From an optimization exercise on the open Yosys and OpenROAD flow, aimed at small area; shortcuts taken in it are not production practice. Only simulation tests tie the RTL to the original design; equivalence was not proved.

<file path="config.mk">
export PLATFORM = sky130hd
export DESIGN_NAME = top_CPU
export DESIGN_NICKNAME = top_CPU
export VERILOG_FILES = /design/flow/design.v
export SDC_FILE = /design/flow/constraint.sdc
export NUM_CORES = 4
export LEC_CHECK = 0
export CAP_MARGIN = 20
export CORE_MARGIN = 2
export CORE_UTILIZATION = 30
export PLACE_DENSITY = 0.5
export SETUP_SLACK_MARGIN = 1.0
export SLEW_MARGIN = 20
</file>
<file path="constraint.sdc">
create_clock -name core_clock -period 22.0 [get_ports {clk}]
set_input_delay 4.4000 -clock core_clock [delete_from_list [all_inputs] [get_ports {clk}]]
set_output_delay 4.4000 -clock core_clock [all_outputs]
set_load 0.01 [all_outputs]
</file>
<file path="design.v">
`timescale 1ns / 1ps
module barrelShifter(
    input [31:0] d,
    input [7:0] n,
    input [1:0] t,
    input r,
    input z,
    input cf,
    output [31:0] q,
    output reg co
);
    wire nz  = (n == 8'd0);
    wire big = |n[7:5];
    wire lsl = (t == 2'b00);
    wire lsr = (t == 2'b01);
    wire asr = (t == 2'b10);
    wire ror = (t == 2'b11);
    wire rrx = ror & nz & ~r;
    wire n32 = (n == 8'd32);
    wire [4:0] k = lsl ? (5'd0 - n[4:0]) : {n[4:1], n[0] | rrx};
    wire [31:0] r0 = k[0] ? {d[0], d[31:1]} : d;
    wire [31:0] r1 = k[1] ? {r0[1:0], r0[31:2]} : r0;
    wire [31:0] r2 = k[2] ? {r1[3:0], r1[31:4]} : r1;
    wire [31:0] r3 = k[3] ? {r2[7:0], r2[31:8]} : r2;
    wire [31:0] rot = k[4] ? {r3[15:0], r3[31:16]} : r3;
    wire fill = asr & d[31];
    genvar i;
    generate
        for (i = 0; i < 32; i = i + 1) begin : m
            wire keep_l = ~big & ~z & (i >= n[4:0]);
            wire keep_r = ~big & ~nz & ((i + n[4:0]) <= 31);
            wire keep = lsl ? keep_l :
                        ror ? 1'b1 :
                        (keep_r | (nz & r & lsr));
            if (i == 31) begin : top
                assign q[i] = rrx ? cf : (keep ? rot[i] : fill);
            end else begin : low
                assign q[i] = keep ? rot[i] : fill;
            end
        end
    endgenerate
    always @(*) begin
        case (t)
            2'b00:   co = nz ? cf : ((big & ~n32) ? 1'b0 : rot[0]);
            2'b01:   co = (nz & r) ? cf : ((big & ~n32) ? 1'b0 : rot[31]);
            2'b10:   co = (nz | big) ? d[31] : rot[31];
            default: co = (nz & r) ? cf : rot[31];
        endcase
    end
endmodule
`timescale 1ns / 1ps
module ALU(
    input [31:0] x, y,
    input xinv, yinv, cin,
    input [3:0] rsel,
    input [31:0] mrd,
    output [31:0] f,
    output [31:0] sum,
    output cout
);
    wire [31:0] xp = x ^ {32{xinv}};
    wire [31:0] yp = y ^ {32{yinv}};
    wire [31:0] p = xp ^ yp;
    wire [31:0] g = xp & yp;
    wire [32:0] c;
    assign c[0] = cin;
    genvar i;
    generate
        for (i = 0; i < 32; i = i + 1) begin : bit_
            assign c[i+1] = g[i] | (p[i] & c[i]);
        end
    endgenerate
    assign sum = p ^ c[31:0];
    assign cout = c[32];
    assign f = (sum & {32{rsel[0]}}) | (p & {32{rsel[1]}}) |
               (g & {32{rsel[2]}}) | (mrd & {32{rsel[3]}});
endmodule
`timescale 1ns / 1ps
`timescale 1ns / 1ps
module RegFile(
    input clk,
    input Rst,
    input we,
    input [3:0] wa,
    input [31:0] wd,
    input [3:0] ra,
    input re,                   
    output [31:0] rq
);
    reg [15:0] valid;
    wire [31:0] q [0:15];
    wire [31:0] part [0:16];
    assign part[0] = 32'd0;
    genvar i;
    generate
        for (i = 0; i < 16; i = i + 1) begin : r
            reg [31:0] data;
            always @(posedge clk)
                if (we && wa == i) data <= wd;
            always @(posedge clk or posedge Rst)
                if (Rst) valid[i] <= 1'b0;
                else if (we && wa == i) valid[i] <= 1'b1;
            wire sel = re && valid[i] && ra == i;
            assign part[i+1] = part[i] | (data & {32{sel}});
        end
    endgenerate
    assign rq = part[16];
endmodule
`timescale 1ns / 1ps
`timescale 1ns / 1ps
`timescale 1ns / 1ps
`timescale 1ns / 1ps
module top_CPU(
    input clk, Rst,
    output [5:0] Inst_Addr,
    input [31:0] Inst_Data,
    output [6:0] Mem_Addr,
    output [31:0] M_W_Data,
    output Mem_Write,
    input [31:0] M_R_Data
);
    localparam [4:0] IDLE = 5'd0,
                     FE   = 5'd1,    
                     D1   = 5'd2,    
                     D2   = 5'd3,
                     D3   = 5'd4,
                     X1   = 5'd5,    
                     X7   = 5'd6,
                     B8   = 5'd7,    
                     J9   = 5'd8,    
                     L10  = 5'd9,    
                     L11  = 5'd10,
                     M1   = 5'd11,   
                     M12  = 5'd12,
                     L13  = 5'd13,   
                     L14  = 5'd14,
                     T15  = 5'd15,   
                     T14  = 5'd16,
                     W1   = 5'd17,   
                     W16  = 5'd18,
                     W17  = 5'd19,
                     W18  = 5'd20;
    reg [4:0] ST;
    reg [4:0] Next_ST;
    reg [27:0] IR;
    reg [3:0]  NZCV;
    reg [31:0] PC;
    reg        pcv;           
    reg [31:0] B;
    reg [7:0]  C8;
    reg [6:0]  F7;
    wire [3:0] rn = IR[19:16];
    wire [3:0] rd = IR[15:12];
    wire [3:0] rs = IR[11:8];
    wire [3:0] rm = IR[3:0];
    wire [3:0] OP = IR[24:21];
    wire P = IR[24];
    wire U = IR[23];
    wire W = IR[21];
    wire Ibit = IR[25];
    wire wb = W | ~P;
    wire sFE  = (ST == FE);
    wire sD1  = (ST == D1);
    wire sD2  = (ST == D2);
    wire sD3  = (ST == D3);
    wire sX1  = (ST == X1);
    wire sX7  = (ST == X7);
    wire sB8  = (ST == B8);
    wire sJ9  = (ST == J9);
    wire sL10 = (ST == L10);
    wire sL11 = (ST == L11);
    wire sM1  = (ST == M1);
    wire sM12 = (ST == M12);
    wire sL13 = (ST == L13);
    wire sL14 = (ST == L14);
    wire sT15 = (ST == T15);
    wire sT14 = (ST == T14);
    wire sW16 = (ST == W16);
    wire sW18 = (ST == W18);
    wire [31:0] I = Inst_Data;
    reg flag;
    always @(*) begin
        case (I[31:28])
            4'b0000: flag = NZCV[2];
            4'b0001: flag = !NZCV[2];
            4'b0010: flag = NZCV[1];
            4'b0011: flag = !NZCV[1];
            4'b0100: flag = NZCV[3];
            4'b0101: flag = !NZCV[3];
            4'b0110: flag = NZCV[0];
            4'b0111: flag = !NZCV[0];
            4'b1000: flag = NZCV[1] & !NZCV[2];
            4'b1001: flag = !NZCV[1] | NZCV[2];
            4'b1010: flag = NZCV[3] ^~ NZCV[0];
            4'b1011: flag = NZCV[3] ^ NZCV[0];
            4'b1100: flag = !NZCV[2] & (NZCV[3] ^~ NZCV[0]);
            4'b1101: flag = NZCV[2] | (NZCV[3] ^ NZCV[0]);
            4'b1110: flag = 1'b1;
            default: flag = 1'b0;
        endcase
    end
    wire [3:0] i_rn = I[19:16];
    wire [3:0] i_rd = I[15:12];
    wire [3:0] i_rm = I[3:0];
    wire i_W = I[21];
    wire i_isBX  = (I[27:25] == 3'b000) && (I[24:4] == 21'b1_0010_1111_1111_1111_0001);
    wire i_isSWP = (I[27:25] == 3'b000) && !i_isBX && (I[24:20] == 5'b1_0000) && (I[11:4] == 8'b0000_1001);
    wire i_isDP01 = (I[27:25] == 3'b000) && !i_isBX && !i_isSWP && (!I[4] || !I[7]);
    wire i_isDP2 = (I[27:25] == 3'b001);
    wire i_isMEM = (I[27:26] == 2'b01) && !I[22];
    wire i_isB   = (I[27:25] == 3'b101);
    wire swp_ok  = (~&i_rd & ~&i_rn & ~&i_rm) && i_rn != i_rd && i_rn != i_rm;
    wire str_bad = &i_rm || (i_W && (&i_rn || i_rn == i_rd));
    wire i_mem_bad = (I[25] | !I[20]) ? str_bad : (i_W && i_rn == i_rd);
    wire go = flag & (i_isDP01 | i_isDP2 | i_isB | (i_isBX) |
                      (i_isSWP & swp_ok) | (i_isMEM & !i_mem_bad));
    always @(*) begin
        Next_ST = FE;
        case (ST)
            IDLE: Next_ST = FE;
            FE: begin
                if (!go)            Next_ST = FE;
                else if (i_isB)     Next_ST = I[24] ? L10 : B8;
                else if (i_isBX)    Next_ST = X1;
                else if (i_isSWP)   Next_ST = W1;
                else if (i_isMEM)   Next_ST = M1;
                else                Next_ST = D1;
            end
            D1:  Next_ST = D2;
            D2:  Next_ST = D3;
            X1:  Next_ST = X7;
            B8:  Next_ST = J9;
            L10: Next_ST = L11;
            L11: Next_ST = J9;
            M1:  Next_ST = M12;
            M12: Next_ST = IR[20] ? L13 : T15;
            L13: Next_ST = L14;
            T15: Next_ST = T14;
            W1:  Next_ST = W16;
            W16: Next_ST = W17;
            W17: Next_ST = W18;
            default: Next_ST = FE;
        endcase
    end
    always @(posedge clk or posedge Rst)
        if (Rst) ST <= IDLE;
        else     ST <= Next_ST;
    always @(posedge clk)
        if (sFE) IR <= Inst_Data[27:0];
    reg [3:0] ra;
    always @(*) begin
        if (sD2)                                     ra = rs;
        else if (sT15)                               ra = rd;
        else if (sD3 | sM12 | sL13 | sT14 | sW16)    ra = rn;
        else                                         ra = rm;
    end
    wire dp_mov = (OP == 4'b1101) | (OP == 4'b1111);
    wire sel_pc  = sFE | sJ9 | sL11;
    wire sel_i24 = sB8 | sL10;
    wire sel_i8  = sD1 & Ibit;
    wire sel_i12 = sM1 & ~Ibit;
    wire sel_rf  = (sD1 & ~Ibit) | sX1 | (sM1 & Ibit) | sW18 | sD2 |
                   (sD3 & ~dp_mov) | sM12 | sL13 | sT14 | sW16 | sT15;
    wire [31:0] rf_q;
    wire        we;
    reg  [3:0]  wa;
    wire [31:0] wdata;
    RegFile RegFile_Instance(
        .clk(clk), .Rst(Rst),
        .we(we), .wa(wa), .wd(wdata),
        .ra(ra), .re(sel_rf), .rq(rf_q));
    wire [31:0] imm = { {8{IR[23] & sel_i24}},
                        IR[23:12] & {12{sel_i24}},
                        IR[11:8] & {4{sel_i24 | sel_i12}},
                        IR[7:0] & {8{sel_i24 | sel_i12 | sel_i8}} };
    wire [31:0] PC_eff = PC & {32{pcv}};
    wire [31:0] bus = rf_q | imm | (PC_eff & {32{sel_pc}});
    assign M_W_Data = bus;
    always @(posedge clk)
        if (sD1 | sX1 | sM1 | sB8 | sL10) B <= bus;
    always @(posedge clk)
        C8 <= bus[7:0];
    reg [1:0] sh_t;
    reg       sh_r;
    reg [7:0] sh_n;
    reg       sh_z;    
    always @(*) begin
        sh_t = 2'b00; sh_r = 1'b1; sh_n = 8'd0; sh_z = 1'b0;
        if (sD3) begin
            if (Ibit) begin
                sh_t = 2'b11; sh_r = 1'b1; sh_n = {3'b000, IR[11:8], 1'b0};
            end else if (IR[4]) begin
                sh_t = IR[6:5]; sh_r = 1'b1; sh_n = C8;
            end else begin
                sh_t = IR[6:5]; sh_r = 1'b0; sh_n = {3'b000, IR[11:7]};
            end
        end else if (sFE | sL11 | sW16 | (sM12 & IR[20] & ~P)) begin
            sh_z = 1'b1;
        end else if ((sM12 | sL13 | sT14) & Ibit) begin
            sh_t = IR[6:5]; sh_r = 1'b0; sh_n = {3'b000, IR[11:7]};
        end else if (sJ9) begin
            sh_n = 8'd2;
        end
    end
    wire [31:0] sh_out;
    wire        sh_c;
    barrelShifter barrelShifter_Instance(
        .d(B), .n(sh_n), .t(sh_t), .r(sh_r), .z(sh_z), .cf(NZCV[1]),
        .q(sh_out), .co(sh_c));
    reg xinv, yinv;
    reg [1:0] cs;         
    reg [3:0] rsel;       
    reg arith;
    always @(*) begin
        xinv = 1'b0; yinv = 1'b0; cs = 2'd0; rsel = 4'b0001; arith = 1'b1;
        if (sD3) begin
            case (OP)
                4'b0000, 4'b1000: begin rsel = 4'b0100; arith = 1'b0; end             
                4'b0001, 4'b1001: begin rsel = 4'b0010; arith = 1'b0; end             
                4'b0010, 4'b1010: begin yinv = 1'b1; cs = 2'd1; end                   
                4'b0011:          begin xinv = 1'b1; cs = 2'd1; end                   
                4'b0100, 4'b1011: begin end                                           
                4'b0101:          begin cs = 2'd2; end                                
                4'b0110:          begin yinv = 1'b1; cs = 2'd2; end                   
                4'b0111:          begin xinv = 1'b1; cs = 2'd2; end                   
                4'b1100:          begin rsel = 4'b0110; arith = 1'b0; end             
                4'b1101:          begin rsel = 4'b0010; arith = 1'b0; end             
                4'b1110:          begin yinv = 1'b1; rsel = 4'b0100; arith = 1'b0; end  
                default:          begin yinv = 1'b1; rsel = 4'b0010; arith = 1'b0; end  
            endcase
        end else if ((sM12 & ~(IR[20] & ~P)) | sL13 | sT14) begin
            if (!U) begin yinv = 1'b1; cs = 2'd1; end
        end else if (sL14 | sW18) begin
            rsel = 4'b1000;
        end
    end
    wire [31:0] alu_f;
    wire [31:0] alu_sum;
    wire        alu_c, alu_v;
    ALU ALU_Instance(
        .x(bus), .y({sh_out[31:3], sh_out[2] | sFE, sh_out[1:0]}),
        .xinv(xinv), .yinv(yinv),
        .cin(cs[1] ? NZCV[1] : cs[0]),
        .rsel(rsel), .mrd(M_R_Data),
        .f(alu_f), .sum(alu_sum), .cout(alu_c));
    assign alu_v = (alu_c ^ (xinv | yinv)) ^ alu_f[31];
    always @(posedge clk or posedge Rst)
        if (Rst) NZCV <= 4'b0000;
        else if (sD3 & IR[20])
            NZCV <= {alu_f[31], alu_f == 32'd0,
                     arith ? alu_c : sh_c,
                     arith ? alu_v : NZCV[0]};
    assign wdata = alu_f;
    assign we = (sD3 & (~OP[3] | OP[2])) | sL11 | (sL13 & wb) |
                (sL14 & ~(wb & (rd == rn))) | (sT14 & wb) | sW18;
    always @(*) begin
        if (sL11)              wa = 4'd14;
        else if (sL13 | sT14)  wa = rn;
        else                   wa = rd;
    end
    always @(posedge clk)
        if (sM12 | sW16) F7 <= alu_f[6:0];
    assign Mem_Addr = F7;
    assign Mem_Write = sT15 | sW18;
    wire pc_we = sFE | sX7 | sJ9;
    always @(posedge clk)
        if (pc_we) PC <= alu_sum;
    always @(posedge clk or posedge Rst)
        if (Rst) pcv <= 1'b0;
        else     pcv <= (ST != IDLE);
    assign Inst_Addr = pc_we ? alu_sum[7:2] : PC_eff[7:2];
endmodule
</file>
<file path="run.sh">
#!/bin/bash
# synth_recipe.tcl (not shown) runs the flow's synth.tcl, then flattens the netlist and writes it again
# the make line also repeats each setting of config.mk as NAME=value (left out here)
make -C /OpenROAD-flow-scripts/flow DESIGN_CONFIG=/design/flow/config.mk WORK_HOME=/design/flow/orfs CLKGATE_MAP_FILE= SYNTH_SCRIPT=/design/flow/synth_recipe.tcl finish
</file>
==> flow_metrics.py, run 1 <==
metrics = {
    "synthesis": {
        "synth.area.top_cells": "edfxtp_1 (59%), mux2i_1 (5.6%), a22oi_1 (3.4%)",
        "synth_cells": 2313,
        "syn-num-nets": 2454,
        "netlist.area_leader.share_pct": 58.55,
        "yosysUniqueCellTypes": 91,
        "syn_area_sq_um": 31230,
        "yosysSeqAreaShare_pct": 61.59,
        "yosys_warnings": 3,
        "synth-edff-count": 609,
        "synth_top_flop_cell": "edfxtp_1",
        "ys_seq_elements": 650,
        "async_flop_share_pct": 4.000,
        "synth_area_leader_cell": "edfxtp_1",
        "syn_avg_cell_area_sq_um": 13.50,
    },
    "global_route": {
        "grt_max_degree": 49,
        "grt_pass1_wl_microns": 172200,
        "grtUsageTotal_pct": 22.63,
        "antenna_found_initial": 2,
        "grt-ovfl-total": 0,
        "grt_pass1_vias": 21980,
    },
    "worst_setup_path": {
        "crit_path_start": "ST[1]",
        "cp_top_family": "adder cells",
        "critPathKind": "reg -> reg",
        "cp_slowest_cell": "dfrtp_1",
        "critPathLaunchType": "register",
        "crit_top_cell": "fa_1",
        "cp.buffers_inverters": 5,
        "end_kind": "register",
        "cp.arrival_ns": 18.94,
        "slowest_delay_ns": 0.86,
        "cp.required_ns": 22.55,
        "r2r-start": "ST[1]",
        "cp_max_fo": 32,
    },
    "timing": {
        "setup_viol": 0,
        "max_slew_margin_pct": 20.20,
        "setup_tns_ns": 0,
        "fin_skew_ns": 0.03699,
        "rsz0062_at_grt": "false",
        "worst_pin_slew_ns": 1.191,
        "fmax_ghz": 0.05437,
        "period_share_pct": 83.61,
        "finalCriticalPeriod_ns": 18.39,
        "hold_viol_final": 0,
        "finalMaxSlewViolations": 0,
    },
    "clock_tree": {
        "post-cts-setup-buffer-count": 0,
        "cts_made_buffers": 71,
        "clk_latency_ns": 0.65,
        "clock_sinks": 650,
        "cts_hold_buf": 0,
        "cts_tree": "done",
        "cts_resized": 0,
        "clockBufferDepth": 3,
        "clkTransAtPathRegs_ns": 0.06,
        "root_buffer": "clkbuf_16",
        "cts-htree-levels": 3,
    },
    "placement": {
        "dpl.hpwl_microns": 81770,
        "place.gp.congestion": 0.9019,
        "port_buffers": 111,
        "dp.cells": 3766,
    },
    "layout": {
        "fin_nets": 2600,
        "insertedDiodeCount": 0,
        "finalCoreUtilization_pct": 35.71,
        "syn_to_final_growth_pct": 18.17,
        "layout_common_cells": "edfxtp_1 (609), mux2i_1 (174), a22oi_1 (140)",
        "final_common_cell": "edfxtp_1",
        "num-fill-cells": 10030,
        "instances_no_fill": 3896,
        "drive_gt1_share_pct": 12.64,
    },
    "route": {
        "dr.pass1.iters": 10,
        "drc": 0,
        "via_per_inst": 5.785,
        "vias": 22540,
        "wl_microns": 123000,
        "wire_per_inst_microns": 31.56,
        "final_antenna_net_count": 0,
        "drt_iter0_markers": 3037,
    },
    "hold_path": {
        "worstHoldStart": "RegFile_Instance.valid[9]",
        "hp-class": "reg -> reg",
    },
    "job": {
        "drv_cap": 0,
    },
    "floorplan": {
        "core-area_sq_um": 103300,
        "fp-row-count": 118,
        "die_w_microns": 326.7,
        "ios": 112,
        "die_area_sq_um": 106700,
        "start_util_pct": 30.22,
        "dieHeight_microns": 326.7,
    },
    "outcome": {
        "status": "complete, no violations",
    },
}
flip-flops by register name, summed over array words and instances (netlist names), named ones only:
name,flops
F7,7
RegFile_Instance.r.data,512
NZCV,4
PC,32
C8,8
pcv,1
RegFile_Instance.valid,16
B,32
ST,5
IR,26
through the flow:
stage | setup slack, ns | instance area (sq um) | hold WS, ns
final | 3.607 | 36910 | 0.4741
after floorplan | 5.957 | 31240 | 0.4300
after CTS | 3.726 | 36890 | 0.4745
after global routing | 2.766 | 36910 | 0.4908
after detailed placement | 3.737 | 34520 | 0.4589
after global placement | 4.113 | 34520 | 0.4515
worst paths after layout:
check / to / slack [ns] / depth (start not counted)
min in group asynchronous: RegFile_Instance.valid[11] / 4.21 / 3
max in group asynchronous: NZCV[0] / 17.42 / 3
min reg2reg: RegFile_Instance.valid[9] / 0.47 / 1
min: RegFile_Instance.valid[9] / 0.47 / 1
max reg2reg: NZCV[2] / 3.61 / 58
max: NZCV[2] / 3.61 / 58
layer usage:
metal / vias up / track usage [%] / wire [microns]
met4: 0 / 7.509 / 4038
met3: 176 / 3.006 / 8835
met1: 11750 / 30.14 / 50310
li1: 9485 / - / -
met2: 1123 / 38.02 / 59770
met5: - / 0 / 0
Yosys cell counts, drive strengths merged (32+ instances only):
| cell type | number |
|---|---|
| fa | 32 |
| clkbuf | 92 |
| xnor2 | 63 |
| buf | 52 |
| nand2 | 102 |
| edfxtp | 609 |
| a22oi | 140 |
| ha | 43 |
| a222oi | 65 |
| a21oi | 74 |
| a221oi | 36 |
| mux2i | 174 |
| o21ai | 102 |
| nor2 | 89 |
| inv | 74 |
| nand4 | 47 |
| nand3 | 74 |
| a22o | 33 |
| xor2 | 59 |
logic make-up after synthesis:
| kind of cell | after synthesis | share of synthesized area [%] |
|---|---|---|
| buffers and inverters | 222 | 2.956 |
| and+or+nand+nor | 472 | 8.084 |
| muxes | 191 | 6.405 |
| adders and majority gates | 75 | 3.773 |
| xor gates and xnor gates | 122 | 3.445 |
| AOI/OAI and AO/OA | 581 | 13.74 |
| DFF | 650 | 61.59 |
cell type report:
type	count	area [sq um]	area share, %
flip-flops and latches	650	19240	52.12
multi-input cells	1441	11370	30.80
repair buffers	217	1907	5.166
clock buffers	94	1884	5.105
well taps	1380	1727	4.678
clock inverters	36	491.7	1.332
inverters	78	292.8	0.7932
==> run 2: changes to the inputs <==
--- a/design.v
+++ b/design.v
@@ -9,6 +9,8 @@
     output [31:0] q,
-    output reg co
+    output co
 );
+    wire [4:0] s = n[4:0];
     wire nz  = (n == 8'd0);
     wire big = |n[7:5];
+    wire n32 = big & (n[7:6] == 2'b00) & (s == 5'd0);
     wire lsl = (t == 2'b00);
@@ -18,33 +20,20 @@
     wire rrx = ror & nz & ~r;
-    wire n32 = (n == 8'd32);
-    wire [4:0] k = lsl ? (5'd0 - n[4:0]) : {n[4:1], n[0] | rrx};
-    wire [31:0] r0 = k[0] ? {d[0], d[31:1]} : d;
-    wire [31:0] r1 = k[1] ? {r0[1:0], r0[31:2]} : r0;
-    wire [31:0] r2 = k[2] ? {r1[3:0], r1[31:4]} : r1;
-    wire [31:0] r3 = k[3] ? {r2[7:0], r2[31:8]} : r2;
-    wire [31:0] rot = k[4] ? {r3[15:0], r3[31:16]} : r3;
-    wire fill = asr & d[31];
-    genvar i;
-    generate
-        for (i = 0; i < 32; i = i + 1) begin : m
-            wire keep_l = ~big & ~z & (i >= n[4:0]);
-            wire keep_r = ~big & ~nz & ((i + n[4:0]) <= 31);
-            wire keep = lsl ? keep_l :
-                        ror ? 1'b1 :
-                        (keep_r | (nz & r & lsr));
-            if (i == 31) begin : top
-                assign q[i] = rrx ? cf : (keep ? rot[i] : fill);
-            end else begin : low
-                assign q[i] = keep ? rot[i] : fill;
-            end
-        end
-    endgenerate
-    always @(*) begin
-        case (t)
-            2'b00:   co = nz ? cf : ((big & ~n32) ? 1'b0 : rot[0]);
-            2'b01:   co = (nz & r) ? cf : ((big & ~n32) ? 1'b0 : rot[31]);
-            2'b10:   co = (nz | big) ? d[31] : rot[31];
-            default: co = (nz & r) ? cf : rot[31];
-        endcase
-    end
+    wire sign = d[31];
+    wire zero_all = z | (lsr & ((nz & ~r) | big)) | (lsl & big & ~n32);
+    wire sign_all = asr & (nz | big);
+    wire [31:0] hi_d = (lsl | ror) ? d : {32{asr & sign}};
+    wire [31:0] hi = zero_all ? 32'd0 : sign_all ? {32{sign}} :
+                     {hi_d[31:1], rrx ? cf : hi_d[0]};
+    wire [31:0] lo = zero_all ? 32'd0 : sign_all ? {32{sign}} :
+                     (lsl & ~nz) ? 32'd0 : d;
+    wire dn = sign & ~(lsr & big & ~n32);
+    wire [4:0] k = lsl ? (5'd0 - s) : {s[4:1], s[0] | rrx};
+    wire [64:0] v = {hi, lo, dn};
+    wire [48:0] v4 = k[4] ? v[64:16] : v[48:0];
+    wire [40:0] v3 = k[3] ? v4[48:8] : v4[40:0];
+    wire [36:0] v2 = k[2] ? v3[40:4] : v3[36:0];
+    wire [34:0] v1 = k[1] ? v2[36:2] : v2[34:0];
+    wire [33:0] w  = k[0] ? v1[34:1] : v1[33:0];
+    assign q = w[32:1];
+    assign co = (nz & (lsl | (r & ~asr))) ? cf : (lsl ? w[33] : w[0]);
 endmodule
@@ -53,4 +42,4 @@
     input [31:0] x, y,
-    input xinv, yinv, cin,
-    input [3:0] rsel,
+    input yinv, cin,
+    input [4:0] rs,
     input [31:0] mrd,
@@ -60,6 +49,5 @@
 );
-    wire [31:0] xp = x ^ {32{xinv}};
     wire [31:0] yp = y ^ {32{yinv}};
-    wire [31:0] p = xp ^ yp;
-    wire [31:0] g = xp & yp;
+    wire [31:0] p = x ^ yp;
+    wire [31:0] g = x & yp;
     wire [32:0] c;
@@ -74,4 +62,4 @@
     assign cout = c[32];
-    assign f = (sum & {32{rsel[0]}}) | (p & {32{rsel[1]}}) |
-               (g & {32{rsel[2]}}) | (mrd & {32{rsel[3]}});
+    assign f = (sum & {32{rs[0]}}) | (~sum & {32{rs[1]}}) | (p & {32{rs[2]}}) |
+               (g & {32{rs[3]}}) | (mrd & {32{rs[4]}});
 endmodule
@@ -149,4 +137,3 @@
     reg [31:0] B;
-    reg [7:0]  C8;
-    reg [6:0]  F7;
+    reg [7:0]  C8;            
     wire [3:0] rn = IR[19:16];
@@ -280,4 +267,2 @@
         if (sD1 | sX1 | sM1 | sB8 | sL10) B <= bus;
-    always @(posedge clk)
-        C8 <= bus[7:0];
     reg [1:0] sh_t;
@@ -296,3 +281,3 @@
             end
-        end else if (sFE | sL11 | sW16 | (sM12 & IR[20] & ~P)) begin
+        end else if (sFE | sD2 | sL11 | sW16 | (sM12 & IR[20] & ~P)) begin
             sh_z = 1'b1;
@@ -309,29 +294,17 @@
         .q(sh_out), .co(sh_c));
-    reg xinv, yinv;
-    reg [1:0] cs;         
-    reg [3:0] rsel;       
-    reg arith;
-    always @(*) begin
-        xinv = 1'b0; yinv = 1'b0; cs = 2'd0; rsel = 4'b0001; arith = 1'b1;
-        if (sD3) begin
-            case (OP)
-                4'b0000, 4'b1000: begin rsel = 4'b0100; arith = 1'b0; end             
-                4'b0001, 4'b1001: begin rsel = 4'b0010; arith = 1'b0; end             
-                4'b0010, 4'b1010: begin yinv = 1'b1; cs = 2'd1; end                   
-                4'b0011:          begin xinv = 1'b1; cs = 2'd1; end                   
-                4'b0100, 4'b1011: begin end                                           
-                4'b0101:          begin cs = 2'd2; end                                
-                4'b0110:          begin yinv = 1'b1; cs = 2'd2; end                   
-                4'b0111:          begin xinv = 1'b1; cs = 2'd2; end                   
-                4'b1100:          begin rsel = 4'b0110; arith = 1'b0; end             
-                4'b1101:          begin rsel = 4'b0010; arith = 1'b0; end             
-                4'b1110:          begin yinv = 1'b1; rsel = 4'b0100; arith = 1'b0; end  
-                default:          begin yinv = 1'b1; rsel = 4'b0010; arith = 1'b0; end  
-            endcase
-        end else if ((sM12 & ~(IR[20] & ~P)) | sL13 | sT14) begin
-            if (!U) begin yinv = 1'b1; cs = 2'd1; end
-        end else if (sL14 | sW18) begin
-            rsel = 4'b1000;
-        end
-    end
+    wire [15:0] opd = 16'd1 << OP;
+    wire d_and   = opd[0] | opd[8] | opd[14];               
+    wire d_xor   = opd[1] | opd[9] | opd[13] | opd[15];     
+    wire d_orr   = opd[12];
+    wire d_nsum  = opd[3] | opd[7];                         
+    wire d_arith = ~(d_and | d_xor | d_orr);
+    wire d_yinv  = opd[2] | opd[10] | opd[3] | opd[6] | opd[7] | opd[14] | opd[15];
+    wire d_cin   = opd[2] | opd[10] | ((opd[5] | opd[6] | opd[7]) & (NZCV[1] ^ opd[7]));
+    wire mem_u   = (sM12 & ~(IR[20] & ~P)) | sL13 | sT14;   
+    wire use_mrd = sL14 | sW18;
+    wire yinv = sD3 ? d_yinv : (mem_u & ~U);
+    wire cin  = sD3 ? d_cin  : (mem_u & ~U);
+    wire [4:0] rsl = sD3 ? {1'b0, d_and | d_orr, d_xor | d_orr, d_nsum, d_arith & ~d_nsum}
+                         : {use_mrd, 3'b000, ~use_mrd};
+    wire arith = d_arith;
     wire [31:0] alu_f;
@@ -341,7 +314,9 @@
         .x(bus), .y({sh_out[31:3], sh_out[2] | sFE, sh_out[1:0]}),
-        .xinv(xinv), .yinv(yinv),
-        .cin(cs[1] ? NZCV[1] : cs[0]),
-        .rsel(rsel), .mrd(M_R_Data),
+        .yinv(yinv),
+        .cin(cin),
+        .rs(rsl), .mrd(M_R_Data),
         .f(alu_f), .sum(alu_sum), .cout(alu_c));
-    assign alu_v = (alu_c ^ (xinv | yinv)) ^ alu_f[31];
+    wire c32 = alu_c ^ (yinv & ~rsl[1]);
+    assign alu_v = c32 ^ alu_f[31];
+    wire alu_cflag = alu_c ^ rsl[1];
     always @(posedge clk or posedge Rst)
@@ -350,3 +325,3 @@
             NZCV <= {alu_f[31], alu_f == 32'd0,
-                     arith ? alu_c : sh_c,
+                     arith ? alu_cflag : sh_c,
                      arith ? alu_v : NZCV[0]};
@@ -361,4 +336,4 @@
     always @(posedge clk)
-        if (sM12 | sW16) F7 <= alu_f[6:0];
-    assign Mem_Addr = F7;
+        if (sD2 | sM12 | sW16) C8 <= alu_f[7:0];
+    assign Mem_Addr = C8[6:0];
     assign Mem_Write = sT15 | sW18;
==> flow/run.sh (new file) <==
#!/bin/bash
# The standard layout (standard.sh), with two changes:
#  - the input and output ports are buffered with the smallest buffer (buf_1);
#  - clock tree synthesis clusters up to 25 sinks within 100 um per leaf
#    buffer and inserts no dummy loads.
# Each tool's full output is in orfs/logs/ (one log per step); make's own
# output is in standard.log.
set -euo pipefail
export BUFFER_PORTS_ARGS="-buffer_cell sky130_fd_sc_hd__buf_1"
export CTS_ARGS="-sink_clustering_enable -repair_clock_nets -sink_clustering_size 25 -sink_clustering_max_diameter 100 -dont_use_dummy_load"
bash standard.sh > standard.log 2>&1
==> standard.sh (new file) <==
#!/bin/bash
# synth_recipe.tcl (not shown) runs the flow's synth.tcl, then flattens the netlist and writes it again
# the make line also repeats each setting of config.mk as NAME=value (left out here)
make -C /OpenROAD-flow-scripts/flow DESIGN_CONFIG=/design/flow/config.mk WORK_HOME=/design/flow/orfs CLKGATE_MAP_FILE= SYNTH_SCRIPT=/design/flow/synth_recipe.tcl "${@:-finish}"
--- a/config.mk
+++ b/config.mk
@@ -9,5 +9,6 @@
 export CORE_MARGIN = 2
-export CORE_UTILIZATION = 30
-export PLACE_DENSITY = 0.5
+export CORE_UTILIZATION = 45
+export PLACE_DENSITY = 0.7
 export SETUP_SLACK_MARGIN = 1.0
 export SLEW_MARGIN = 20
+export SYNTH_HIERARCHICAL = 1
removed: run.sh
==> flow_metrics.py, run 2 <==
metrics = {
    "clock_tree": {
        "root_buffer": "clkbuf_16",
        "clkTransAtPathRegs_ns": 0.10,
        "cts_made_buffers": 31,
        "post-cts-setup-buffer-count": 0,
        "clock_sinks": 636,
        "clk_latency_ns": 0.66,
        "cts-htree-levels": 1,
        "cts_tree": "done",
        "cts_hold_buf": 0,
        "clockBufferDepth": 3,
    },
    "global_route": {
        "grt-ovfl-total": 0,
        "use_met2_pct": 45.36,
        "grt_pass1_vias": 20710,
        "grt_pass1_wl_microns": 144300,
        "top_usage_layer": "met2",
        "grt_max_degree": 36,
        "antenna_found_initial": 1,
        "met1_usage_pct": 37.45,
        "grt_use_met3_pct": 5.611,
        "grtUsageTotal_pct": 28.16,
    },
    "floorplan": {
        "die_w_microns": 264.1,
        "core-area_sq_um": 67040,
        "dieHeight_microns": 264.1,
        "ios": 112,
        "fp-row-count": 95,
        "start_util_pct": 45.40,
        "die_area_sq_um": 69730,
    },
    "timing": {
        "hold_viol_final": 0,
        "rsz0062_at_grt": "false",
        "period_share_pct": 91.09,
        "max_slew_margin_pct": 26.29,
        "finalCriticalPeriod_ns": 20.04,
        "fmax_ghz": 0.04990,
        "finalMaxSlewViolations": 0,
        "setup_viol": 0,
        "fin_skew_ns": 0.08976,
        "worst_pin_slew_ns": 1.078,
        "setup_tns_ns": 0,
    },
    "synthesis": {
        "yosysUniqueCellTypes": 102,
        "yosys_warnings": 8,
        "netlist_top_cells_count": "edfxtp_1 (610), a22o_1 (129), nand2_1 (100), mux2i_1 (97), a221oi_1 (88)",
        "synth.area.top_cells": "edfxtp_1 (60%), a22o_1 (3.7%), mux2i_1 (3.2%)",
        "synth.most_common_cell": "edfxtp_1",
        "synth_top_flop_cell": "edfxtp_1",
        "syn-num-nets": 2283,
        "netlist.area_leader.share_pct": 60.19,
        "async_flop_share_pct": 4.088,
        "synth-edff-count": 610,
        "synth_cells": 2147,
        "ys_seq_elements": 636,
        "syn_area_sq_um": 30430,
        "syn_avg_cell_area_sq_um": 14.18,
        "yosysSeqAreaShare_pct": 62.33,
        "synth_area_leader_cell": "edfxtp_1",
    },
    "hold_path": {
        "hp-class": "reg -> reg",
    },
    "route": {
        "wire_per_inst_microns": 32.46,
        "drt_iter0_markers": 2790,
        "dr.pass1.iters": 8,
        "vias": 21160,
        "via_per_inst": 6.910,
        "final_antenna_net_count": 0,
        "wl_microns": 99410,
        "drc": 0,
    },
    "layout": {
        "fin_nets": 2325,
        "drive_gt1_share_pct": 9.739,
        "area.sequential_sq_um": 18970,
        "layout_common_cells": "edfxtp_1 (610), a22o_1 (129), buf_1 (111)",
        "final_cell_area_sq_um": 32530,
        "regMostFlops": "RegFile_Instance.r.data",
        "num-fill-cells": 5702,
        "largest_reg_flops": 512,
        "final_common_cell": "edfxtp_1",
        "multi_input_area_sq_um": 10720,
        "reg_top3": "RegFile_Instance.r.data x512, B x32, PC x32",
        "syn_to_final_growth_pct": 6.878,
    },
    "placement": {
        "dpl.hpwl_microns": 63600,
        "placed_cell_area_sq_um": 31710,
        "place.gp.congestion": 1.000,
        "port_buffers": 111,
    },
    "worst_setup_path": {
        "end_kind": "register",
        "critPathLaunchType": "register",
        "cp_max_fo": 33,
        "critPathKind": "reg -> reg",
        "cp.arrival_ns": 20.57,
        "cp.required_ns": 22.53,
        "cp_slowest_cell": "dfrtp_1",
        "crit_top_cell": "fa_1",
        "slowest_delay_ns": 0.93,
    },
    "outcome": {
        "status": "complete, no violations",
    },
    "job": {
        "drv_cap": 0,
    },
}
[run 2: final timing paths]
kind	start	end	slack [ns]	cells after the start
hold / removal	RegFile_Instance.valid[11]	RegFile_Instance.valid[11]	0.47	1
max in group asynchronous	Rst	pcv	17.69	2
setup / recovery	ST[3]	NZCV[0]	1.96	56
min in group asynchronous	Rst	NZCV[2]	3.84	2
hold reg to reg	RegFile_Instance.valid[11]	RegFile_Instance.valid[11]	0.47	1
setup reg to reg	ST[3]	NZCV[0]	1.96	56
[run 2: kinds of logic after synthesis]
logic type / Yosys count / synth area share, %
compound gates: 645 / 17.47
mux: 110 / 3.708
buf+inv: 184 / 3.092
xor+xnor: 55 / 1.583
simple gates: 447 / 8.157
fa+ha+maj: 70 / 3.667
flops: 636 / 62.33
[run 2: Yosys stat by module, one instance, submodules excluded]
module	flip-flops and latches	cell area, sq um	cells	copies in the design
barrelShifter	0	3327	493	1
ALU	0	2215	216	1
RegFile	528	19220	958	1
top_CPU	108	5674	480	1
[run 2: through the flow]
stage	util, %	worst slack [ns]	hold slack (ns)	std cells
floorplan	-	4.534	0.4302	2147
global placement	47.30	2.278	0.4441	3028
detailed placement	47.30	2.040	0.4448	3028
CTS	48.46	2.058	0.4675	3059
global route	48.51	1.024	0.4883	3060
finish	48.52	1.960	0.4676	3062
[run 2: worst max-delay path: cells and delay by family, from the launching register on]
family	cells	cell delay, ns
adder cells (fa/ha/maj)	33	13.30
AO/OA/AOI/OAI	7	1.93
multiplexers	5	1.30
AND/OR/NAND/NOR	4	1.08
flip-flops	1	0.93
XOR/XNOR	3	0.70
buffers and inverters	4	0.67
[run 2: layout make-up]
| cell class | count | area share, % |
|---|---|---|
| inverters | 24 | 0.2770 |
| clock buffers | 31 | 2.385 |
| well taps | 873 | 3.358 |
| repair buffers | 169 | 2.681 |
| diodes | 2 | 0.01539 |
| multi-input cells | 1327 | 32.97 |
| flip-flops and latches | 636 | 58.31 |
[run 2: repair_timing]
action / in CTS / in global routing
endpoints found under the setup margin: 0 / 2
endpoints found under the hold margin: 0 / 0
gates resized for setup: 0 / 2
[run 2: per-layer routing]
layer / routed length [microns] / vias up
li1: - / 8838
met1: 37230 / 10680
met2: 46270 / 1382
met3: 11280 / 254
met4: 4619 / 2
met5: 11 / -
==> run 3: changes to the inputs <==
==> run.sh (new file) <==
#!/bin/bash
# synth_recipe.tcl (not shown) runs the flow's synth.tcl, then flattens the netlist and writes it again
# the make line also repeats each setting of config.mk as NAME=value (left out here)
make -C /OpenROAD-flow-scripts/flow DESIGN_CONFIG=/design/flow/config.mk WORK_HOME=/design/flow/orfs CLKGATE_MAP_FILE= SYNTH_SCRIPT=/design/flow/synth_recipe.tcl finish
--- a/config.mk
+++ b/config.mk
@@ -10,2 +10,4 @@
 export CORE_UTILIZATION = 45
+export CTS_CLUSTER_DIAMETER = 100
+export CTS_CLUSTER_SIZE = 25
 export PLACE_DENSITY = 0.7
@@ -13,2 +15 @@
 export SLEW_MARGIN = 20
-export SYNTH_HIERARCHICAL = 1
removed: flow/run.sh
removed: standard.sh
==> flow_metrics.py, run 3 <==
metrics = {
    "outcome": {
        "status": "complete, no violations",
    },
    "synthesis": {
        "yosysUniqueCellTypes": 106,
        "synth_top_flop_cell": "edfxtp_1",
        "syn_area_sq_um": 30870,
        "syn-num-nets": 2486,
        "netlist_top_cells_count": "edfxtp_1 (610), nand2_1 (180), a22oi_1 (143), clkbuf_1 (114), nor2_1 (97)",
        "synth-edff-count": 610,
        "synth_area_leader_cell": "edfxtp_1",
        "async_flop_share_pct": 4.088,
        "synth.most_common_cell": "edfxtp_1",
        "synth_cells": 2350,
        "syn_avg_cell_area_sq_um": 13.13,
        "netlist.area_leader.share_pct": 59.35,
        "yosysSeqAreaShare_pct": 61.45,
        "yosys_warnings": 2,
        "synth.area.top_cells": "edfxtp_1 (59%), a22oi_1 (3.5%), a222oi_1 (2.6%)",
        "ys_seq_elements": 636,
    },
    "route": {
        "via_per_inst": 6.800,
        "wl_microns": 107500,
        "drc": 0,
        "wire_per_inst_microns": 32.35,
        "final_antenna_net_count": 0,
        "drt_iter0_markers": 3736,
        "vias": 22600,
        "dr.pass1.iters": 9,
    },
    "worst_setup_path": {
        "critPathLaunchType": "register",
        "cp.required_ns": 22.51,
        "crit_top_cell": "fa_1",
        "critPathKind": "reg -> reg",
        "end_kind": "register",
        "cp_slowest_cell": "or4b_4",
        "cp_max_fo": 23,
        "slowest_delay_ns": 0.57,
        "cp.arrival_ns": 20.64,
    },
    "layout": {
        "drive_gt1_share_pct": 11.47,
        "layout_common_cells": "edfxtp_1 (610), nand2_1 (178), a22oi_1 (142)",
        "syn_to_final_growth_pct": 11.61,
        "largest_reg_flops": 512,
        "final_cell_area_sq_um": 34450,
        "fin_nets": 2561,
        "area.sequential_sq_um": 18970,
        "finalCoreUtilization_pct": 50.49,
        "final_common_cell": "edfxtp_1",
        "num-fill-cells": 5761,
        "multi_input_area_sq_um": 11260,
        "reg_top3": "RegFile_Instance.r.data x512, B x32, PC x32",
        "regMostFlops": "RegFile_Instance.r.data",
    },
    "timing": {
        "max_slew_margin_pct": 23.98,
        "rsz0062_at_grt": "false",
        "setup_tns_ns": 0,
        "finalMaxSlewViolations": 0,
        "fin_skew_ns": 0.03114,
        "fmax_ghz": 0.04967,
        "setup_viol": 0,
        "finalCriticalPeriod_ns": 20.13,
        "worst_pin_slew_ns": 1.130,
        "hold_ws_ns": 0.4662,
        "hold_viol_final": 0,
        "period_share_pct": 91.52,
    },
    "floorplan": {
        "dieHeight_microns": 265.9,
        "fp-row-count": 96,
        "core-area_sq_um": 68230,
        "start_util_pct": 45.24,
        "die_w_microns": 265.9,
        "ios": 112,
        "die_area_sq_um": 70700,
    },
    "global_route": {
        "grt-ovfl-total": 0,
        "grt_max_degree": 53,
        "antenna_found_initial": 0,
        "grtUsageTotal_pct": 30.05,
        "grt_pass1_wl_microns": 153100,
        "grt_pass1_vias": 21510,
    },
    "placement": {
        "place.gp.congestion": 0.9666,
        "placed_cell_area_sq_um": 33190,
        "dpl.hpwl_microns": 71890,
        "port_buffers": 111,
    },
    "job": {
        "drv_cap": 0,
    },
    "clock_tree": {
        "clkTransAtPathRegs_ns": 0.09,
        "clockBufferDepth": 3,
        "clock_sinks": 636,
        "cts_made_buffers": 35,
        "cts_tree": "done",
        "cts-htree-levels": 2,
        "clk_latency_ns": 0.60,
        "post-cts-setup-buffer-count": 0,
        "root_buffer": "clkbuf_16",
    },
    "hold_path": {
        "hp-class": "reg -> reg",
    },
}
==> run 3: changes by cell type after synthesis, moves of 36 or more <==
cell	previous run	this run
mux2i_1	97	54
and3_1	29	75
clkbuf_1	66	114
nand4_1	45	9
a22oi_1	30	143
nand2_1	100	180
nor2_1	56	97
a22o_1	129	19
a222oi_1	32	81
==> run 3: cell families (layout without fill, tap and decap cells) <==
kind of cell | after synthesis | count (layout) | synth area share [%]
other | 0 | 1 | 0
buffers and inverters | 219 | 309 | 2.971
flip-flops | 636 | 636 | 61.45
AO/OA/AOI/OAI | 656 | 656 | 16.43
AND/OR/NAND/NOR | 600 | 601 | 10.04
adder cells (fa/ha/maj) | 70 | 70 | 3.616
multiplexers | 82 | 82 | 2.935
XOR/XNOR | 87 | 87 | 2.554
==> run 3: critical path: cells and delay by family, from the launching register on <==
family / cells / cell delay, ns
compound gates: 9 / 1.87
xor+xnor: 1 / 0.11
fa+ha+maj: 33 / 14.03
buf+inv: 5 / 0.89
flops: 1 / 0.53
mux: 2 / 0.49
simple gates: 9 / 2.03
==> run 3: what timing repair did <==
item	CTS	global route
resized for setup	0	17
endpoints found under the setup margin	0	20
hold buffers	0	0
==> run 3: cell type report <==
cell class | count | share of cell area [%]
Sequential cell | 636 | 55.08
Tap cell | 882 | 3.203
Clock inverter | 11 | 0.4831
Antenna cell | 1 | 0.007264
Clock buffer | 42 | 2.680
Multi-Input combinational cell | 1496 | 32.68
Timing Repair Buffer | 209 | 5.357
Inverter | 47 | 0.5121
==> run 3: metal layers <==
| metal | part of all wire [%] | track usage [%] |
|---|---|---|
| met5 | 0 | 0 |
| met2 | 45 | 46.95 |
| met1 | 38 | 40.56 |
| met4 | 5.6 | 14.33 |
| met3 | 11 | 5.795 |
==> run 3: path summary, 6_finish.rpt <==
check / depth (start not counted) / slack (ns) / startpoint / to
min in group asynchronous: 3 / 4.22 / Rst / NZCV[3]
max in group asynchronous: 3 / 17.41 / Rst / ST[4]
worst min register to register: 1 / 0.47 / RegFile_Instance.valid[1] / RegFile_Instance.valid[1]
worst max-delay path: 59 / 1.87 / ST[3] / NZCV[2]
worst min-delay path: 1 / 0.47 / RegFile_Instance.valid[1] / RegFile_Instance.valid[1]
worst max register to register: 59 / 1.87 / ST[3] / NZCV[2]
==> run 3: through the flow <==
step	std cells	setup slack, ns
5_1_grt	3323	1.015
2_1_floorplan	2350	3.354
3_3_place_gp	3255	1.287
6_report	3324	1.866
3_5_place_dp	3258	1.198
4_1_cts	3311	1.127
==> run 4: changes to the inputs <==
--- a/design.v
+++ b/design.v
@@ -109,23 +109,23 @@
 );
-    localparam [4:0] IDLE = 5'd0,
-                     FE   = 5'd1,    
-                     D1   = 5'd2,    
-                     D2   = 5'd3,
-                     D3   = 5'd4,
-                     X1   = 5'd5,    
-                     X7   = 5'd6,
-                     B8   = 5'd7,    
-                     J9   = 5'd8,    
-                     L10  = 5'd9,    
-                     L11  = 5'd10,
-                     M1   = 5'd11,   
-                     M12  = 5'd12,
-                     L13  = 5'd13,   
-                     L14  = 5'd14,
-                     T15  = 5'd15,   
-                     T14  = 5'd16,
-                     W1   = 5'd17,   
-                     W16  = 5'd18,
-                     W17  = 5'd19,
-                     W18  = 5'd20;
+    localparam [4:0] IDLE = 5'b10011,
+                     FE   = 5'b01000,    
+                     D1   = 5'b10000,    
+                     D2   = 5'b11001,
+                     D3   = 5'b11000,
+                     X1   = 5'b10001,    
+                     X7   = 5'b01010,
+                     B8   = 5'b10110,    
+                     J9   = 5'b01001,    
+                     L10  = 5'b10111,    
+                     L11  = 5'b01011,
+                     M1   = 5'b10010,   
+                     M12  = 5'b11100,
+                     L13  = 5'b11101,   
+                     L14  = 5'b01100,
+                     T15  = 5'b11010,   
+                     T14  = 5'b11110,
+                     W1   = 5'b10100,   
+                     W16  = 5'b11111,
+                     W17  = 5'b10101,
+                     W18  = 5'b11011;
     reg [4:0] ST;
@@ -148,20 +148,26 @@
     wire wb = W | ~P;
-    wire sFE  = (ST == FE);
-    wire sD1  = (ST == D1);
-    wire sD2  = (ST == D2);
-    wire sD3  = (ST == D3);
-    wire sX1  = (ST == X1);
-    wire sX7  = (ST == X7);
-    wire sB8  = (ST == B8);
-    wire sJ9  = (ST == J9);
-    wire sL10 = (ST == L10);
-    wire sL11 = (ST == L11);
-    wire sM1  = (ST == M1);
-    wire sM12 = (ST == M12);
-    wire sL13 = (ST == L13);
-    wire sL14 = (ST == L14);
-    wire sT15 = (ST == T15);
-    wire sT14 = (ST == T14);
-    wire sW16 = (ST == W16);
-    wire sW18 = (ST == W18);
+    wire q01 = ~ST[4];                  
+    wire q10 = ST[4] & ~ST[3];          
+    wire q11 = ST[4] & ST[3];           
+    wire [3:0] lo = 4'b0001 << ST[1:0];
+    wire sFE  = q01 & ~ST[2] & lo[0];
+    wire sJ9  = q01 & ~ST[2] & lo[1];
+    wire sX7  = q01 & ~ST[2] & lo[2];
+    wire sL11 = q01 & ~ST[2] & lo[3];
+    wire sL14 = q01 & ST[2];
+    wire sD1  = q10 & ~ST[2] & lo[0];
+    wire sX1  = q10 & ~ST[2] & lo[1];
+    wire sM1  = q10 & ~ST[2] & lo[2];
+    wire sW17 = q10 & ST[2] & lo[1];
+    wire sB8  = q10 & ST[2] & lo[2];
+    wire sL10 = q10 & ST[2] & lo[3];
+    wire sD3  = q11 & ~ST[2] & lo[0];
+    wire sD2  = q11 & ~ST[2] & lo[1];
+    wire sT15 = q11 & ~ST[2] & lo[2];
+    wire sW18 = q11 & ~ST[2] & lo[3];
+    wire sM12 = q11 & ST[2] & lo[0];
+    wire sL13 = q11 & ST[2] & lo[1];
+    wire sT14 = q11 & ST[2] & lo[2];
+    wire sW16 = q11 & ST[2] & lo[3];
+    wire sWA  = sW16 | sW17;            
     wire [31:0] I = Inst_Data;
@@ -240,3 +246,3 @@
         else if (sT15)                               ra = rd;
-        else if (sD3 | sM12 | sL13 | sT14 | sW16)    ra = rn;
+        else if (sD3 | sM12 | sL13 | sT14 | sWA)     ra = rn;
         else                                         ra = rm;
@@ -244,3 +250,3 @@
     wire dp_mov = (OP == 4'b1101) | (OP == 4'b1111);
-    wire sel_pc  = sFE | sJ9 | sL11;
+    wire sel_pc  = q01 & ~ST[2] & (~ST[1] | ST[0]);   
     wire sel_i24 = sB8 | sL10;
@@ -249,3 +255,3 @@
     wire sel_rf  = (sD1 & ~Ibit) | sX1 | (sM1 & Ibit) | sW18 | sD2 |
-                   (sD3 & ~dp_mov) | sM12 | sL13 | sT14 | sW16 | sT15;
+                   (sD3 & ~dp_mov) | sM12 | sL13 | sT14 | sWA | sT15;
     wire [31:0] rf_q;
@@ -266,3 +272,3 @@
     always @(posedge clk)
-        if (sD1 | sX1 | sM1 | sB8 | sL10) B <= bus;
+        if (q10) B <= bus;    
     reg [1:0] sh_t;
@@ -281,3 +287,3 @@
             end
-        end else if (sFE | sD2 | sL11 | sW16 | (sM12 & IR[20] & ~P)) begin
+        end else if (sFE | sD2 | sL11 | sWA | (sM12 & IR[20] & ~P)) begin
             sh_z = 1'b1;
@@ -336,6 +342,6 @@
     always @(posedge clk)
-        if (sD2 | sM12 | sW16) C8 <= alu_f[7:0];
+        C8 <= alu_f[7:0];
     assign Mem_Addr = C8[6:0];
-    assign Mem_Write = sT15 | sW18;
-    wire pc_we = sFE | sX7 | sJ9;
+    assign Mem_Write = q11 & ~ST[2] & ST[1];          
+    wire pc_we = q01 & ~ST[2] & ~(ST[1] & ST[0]);    
     always @(posedge clk)
==> flow/run.sh (new file) <==
#!/bin/bash
# The standard layout (standard.sh), with two changes:
#  - the input and output ports are buffered with the smallest buffer (buf_1);
#  - clock tree synthesis clusters up to 25 sinks within 100 um per leaf
#    buffer and inserts no dummy loads.
# Each tool's full output is in orfs/logs/ (one log per step); make's own
# output is in standard.log.
set -euo pipefail
export BUFFER_PORTS_ARGS="-buffer_cell sky130_fd_sc_hd__buf_1"
export CTS_ARGS="-sink_clustering_enable -repair_clock_nets -sink_clustering_size 25 -sink_clustering_max_diameter 100 -dont_use_dummy_load"
bash standard.sh > standard.log 2>&1
==> standard.sh (new file) <==
#!/bin/bash
# synth_recipe.tcl (not shown) runs the flow's synth.tcl, then flattens the netlist and writes it again
# the make line also repeats each setting of config.mk as NAME=value (left out here)
make -C /OpenROAD-flow-scripts/flow DESIGN_CONFIG=/design/flow/config.mk WORK_HOME=/design/flow/orfs CLKGATE_MAP_FILE= SYNTH_SCRIPT=/design/flow/synth_recipe.tcl "${@:-finish}"
--- a/config.mk
+++ b/config.mk
@@ -10,4 +10,2 @@
 export CORE_UTILIZATION = 45
-export CTS_CLUSTER_DIAMETER = 100
-export CTS_CLUSTER_SIZE = 25
 export PLACE_DENSITY = 0.7
@@ -15 +13,2 @@
 export SLEW_MARGIN = 20
+export SYNTH_HIERARCHICAL = 1
removed: run.sh
==> flow_metrics.py, run 4 <==
metrics = {
    "placement": {
        "place.gp.congestion": 0.9716,
        "port_buffers": 111,
        "dpl.hpwl_microns": 62740,
        "dp.cells": 3049,
    },
    "global_route": {
        "top_usage_layer": "met2",
        "met1_usage_pct": 36.65,
        "use_met2_pct": 47.27,
        "grt_pass1_vias": 20250,
        "grtUsageTotal_pct": 28.22,
        "grt-ovfl-total": 0,
        "grt_max_degree": 45,
        "antenna_found_initial": 1,
        "grt_use_met3_pct": 3.994,
        "grt_pass1_wl_microns": 142900,
    },
    "timing": {
        "worst_pin_slew_ns": 1.149,
        "period_share_pct": 90.83,
        "fmax_ghz": 0.05004,
        "rsz0062_at_grt": "false",
        "max_slew_margin_pct": 21.43,
        "finalCriticalPeriod_ns": 19.98,
        "setup_viol": 0,
        "finalMaxSlewViolations": 0,
        "fin_skew_ns": 0.1075,
        "setup_tns_ns": 0,
        "hold_viol_final": 0,
    },
    "clock_tree": {
        "clkTransAtPathRegs_ns": 0.10,
        "clock_sinks": 636,
        "cts_hold_buf": 0,
        "cts_made_buffers": 34,
        "post-cts-setup-buffer-count": 0,
        "clockBufferDepth": 3,
        "clk_latency_ns": 0.60,
        "cts-htree-levels": 2,
        "cts_tree": "done",
        "root_buffer": "clkbuf_16",
        "cts_resized": 0,
    },
    "layout": {
        "num-fill-cells": 5695,
        "reg_top3": "RegFile_Instance.r.data x512, B x32, PC x32",
        "final_common_cell": "edfxtp_1",
        "layout_common_cells": "edfxtp_1 (602), nand2_1 (141), a22o_1 (128)",
        "fin_nets": 2348,
        "insertedDiodeCount": 0,
        "largest_reg_flops": 512,
        "syn_to_final_growth_pct": 7.178,
        "drive_gt1_share_pct": 10.09,
        "instances_no_fill": 3083,
        "regMostFlops": "RegFile_Instance.r.data",
    },
    "floorplan": {
        "fp-row-count": 95,
        "core-area_sq_um": 66920,
        "dieHeight_microns": 263.3,
        "die_w_microns": 263.3,
        "ios": 112,
        "start_util_pct": 45.22,
        "die_area_sq_um": 69340,
    },
    "worst_setup_path": {
        "r2r-start": "ST[0]",
        "cp.depth": 58,
        "critPathLaunchType": "register",
        "r2r_end": "NZCV[2]",
        "crit_top_cell": "fa_1",
        "crit_path_start": "ST[0]",
        "regToRegSetupSlack_ns": 2.02,
        "crit_path_end": "NZCV[2]",
        "slowest_delay_ns": 0.65,
        "reg2regPathDepth": 58,
        "critPathKind": "reg -> reg",
        "cp.arrival_ns": 20.46,
        "end_kind": "register",
        "cp_top_family": "adder cells",
        "cp.buffers_inverters": 4,
        "cp_slowest_cell": "o2bb2ai_1",
        "cp.required_ns": 22.48,
        "cp_max_fo": 30,
    },
    "synthesis": {
        "synth_cells": 2162,
        "ys_seq_elements": 636,
        "async_flop_share_pct": 4.088,
        "netlist_top_cells_count": "edfxtp_1 (602), nand2_1 (141), a22o_1 (128), mux2i_1 (97), a221oi_1 (89)",
        "synth.area.top_cells": "edfxtp_1 (60%), a22o_1 (3.7%), mux2i_1 (3.2%)",
        "synth.most_common_cell": "edfxtp_1",
        "synth-edff-count": 602,
        "yosysSeqAreaShare_pct": 62.43,
        "syn_area_sq_um": 30260,
        "synth_area_leader_cell": "edfxtp_1",
        "netlist.area_leader.share_pct": 59.73,
        "yosysUniqueCellTypes": 102,
        "syn-num-nets": 2298,
        "syn_avg_cell_area_sq_um": 14.00,
        "synth_top_flop_cell": "edfxtp_1",
        "yosys_warnings": 8,
    },
    "route": {
        "drt_iter0_markers": 2577,
        "via_per_inst": 6.766,
        "final_antenna_net_count": 0,
        "drc": 0,
        "wire_per_inst_microns": 32.28,
        "wl_microns": 99530,
        "dr.pass1.iters": 7,
        "vias": 20860,
    },
    "hold_path": {
        "hp-class": "reg -> reg",
        "min_path_cells": 1,
    },
    "outcome": {
        "status": "complete, no violations",
    },
    "job": {
        "drv_cap": 0,
    },
}
run 4: cells by family (layout without fill, tap and decap cells):
family / Yosys count / in the layout / share of synthesized area, %
compound gates: 634 / 634 / 17.15
xor+xnor: 55 / 55 / 1.592
buf+inv: 189 / 237 / 3.217
simple gates: 472 / 472 / 8.352
mux: 105 / 105 / 3.543
flops: 636 / 636 / 62.43
fa+ha+maj: 71 / 71 / 3.721
run 4: metrics by stage:
stage                     worst slack [ns]  util, %  area (sq um)  hold slack, ns
after global placement               2.464    47.19         31580          0.4426
after CTS                            2.129    48.46         32430          0.4654
after global routing                 1.058    48.47         32430          0.4815
after floorplan                      4.335        -         30260          0.4302
final                                2.018    48.47         32430          0.4671
after detailed placement             2.134    47.19         31580          0.4433
run 4: layout make-up:
cell class,count,area [sq um],share of cell area [%]
well taps,873,1092,3.368
flip-flops and latches,636,18890,58.25
repair buffers,174,889.6,2.743
inverters,29,108.9,0.3356
clock buffers,34,850.8,2.623
multi-input cells,1337,10600,32.69
run 4: worst min path at each step:
stage	from	to	slack (ns)
finish	RegFile_Instance.valid[1]	RegFile_Instance.valid[1]	0.47
global route	RegFile_Instance.valid[1]	RegFile_Instance.valid[1]	0.48
CTS	RegFile_Instance.valid[1]	RegFile_Instance.valid[1]	0.47
detailed placement	RegFile_Instance.valid[1]	RegFile_Instance.valid[1]	0.44
global placement	RegFile_Instance.valid[1]	RegFile_Instance.valid[1]	0.44
floorplan	RegFile_Instance.valid[10]	RegFile_Instance.valid[10]	0.43
run 4: modules after synthesis (local to each module, per instance):
module,flops+latches,cells
RegFile,528,958
barrelShifter,0,493
top_CPU,108,495
ALU,0,216
run 4: worst reg2reg max path: cells and delay by family (launching register included):
family	cells	cell delay (ns)
buf+inv	4	0.62
flops	1	0.54
fa+ha+maj	34	13.30
xor+xnor	1	0.18
compound gates	8	1.96
simple gates	5	1.63
mux	6	1.65
run 4: per-layer routing:
metal / vias to the layer above / share of wire [%] / routed length [microns]
met4: 2 / 4.7 / 4681
li1: 8855 / - / -
met3: 217 / 9.1 / 9038
met1: 10620 / 38 / 37800
met5: - / 0.013 / 13
met2: 1170 / 48 / 48000

[static timing again, ports no longer ideal]
How much do the figures lean on ideal ports? The routed layouts below were timed once more, with nothing changed but the port constraints.
Step 1 (the two cells are an assumption about what drives the block):
set clk [get_ports {clk}]
set_driving_cell -lib_cell sky130_fd_sc_hd__clkbuf_16 $clk
set_driving_cell -lib_cell sky130_fd_sc_hd__buf_2 [delete_from_list [all_inputs] $clk]
Step 2 moves the port delays by t, midway between the first and last clock arrival at a register: inputs arrive t later, outputs are due t later. That takes back most of the time a late clock gives input paths.
Three values: ideal ports, drivers, drivers and shift; two values: the first two.
| run | shift t [ns] | setup WS [ns] | worst setup path after step 2 | latest minus earliest clock arrival (ns) |
|---|---|---|---|---|
| run 1 | 0.695 | 3.607 / 3.607 / 3.607 | register to register | 0.037 / 0.037 |
| run 2 | 0.675 | 1.960 / 1.960 / 1.960 | register to register | 0.090 / 0.090 |
| run 3 | 0.653 | 1.866 / 1.866 / 1.866 | register to register | 0.031 / 0.031 |
| run 4 | 0.616 | 2.018 / 2.018 / 2.018 | register to register | 0.108 / 0.107 |
After both steps every run listed still meets setup and hold.
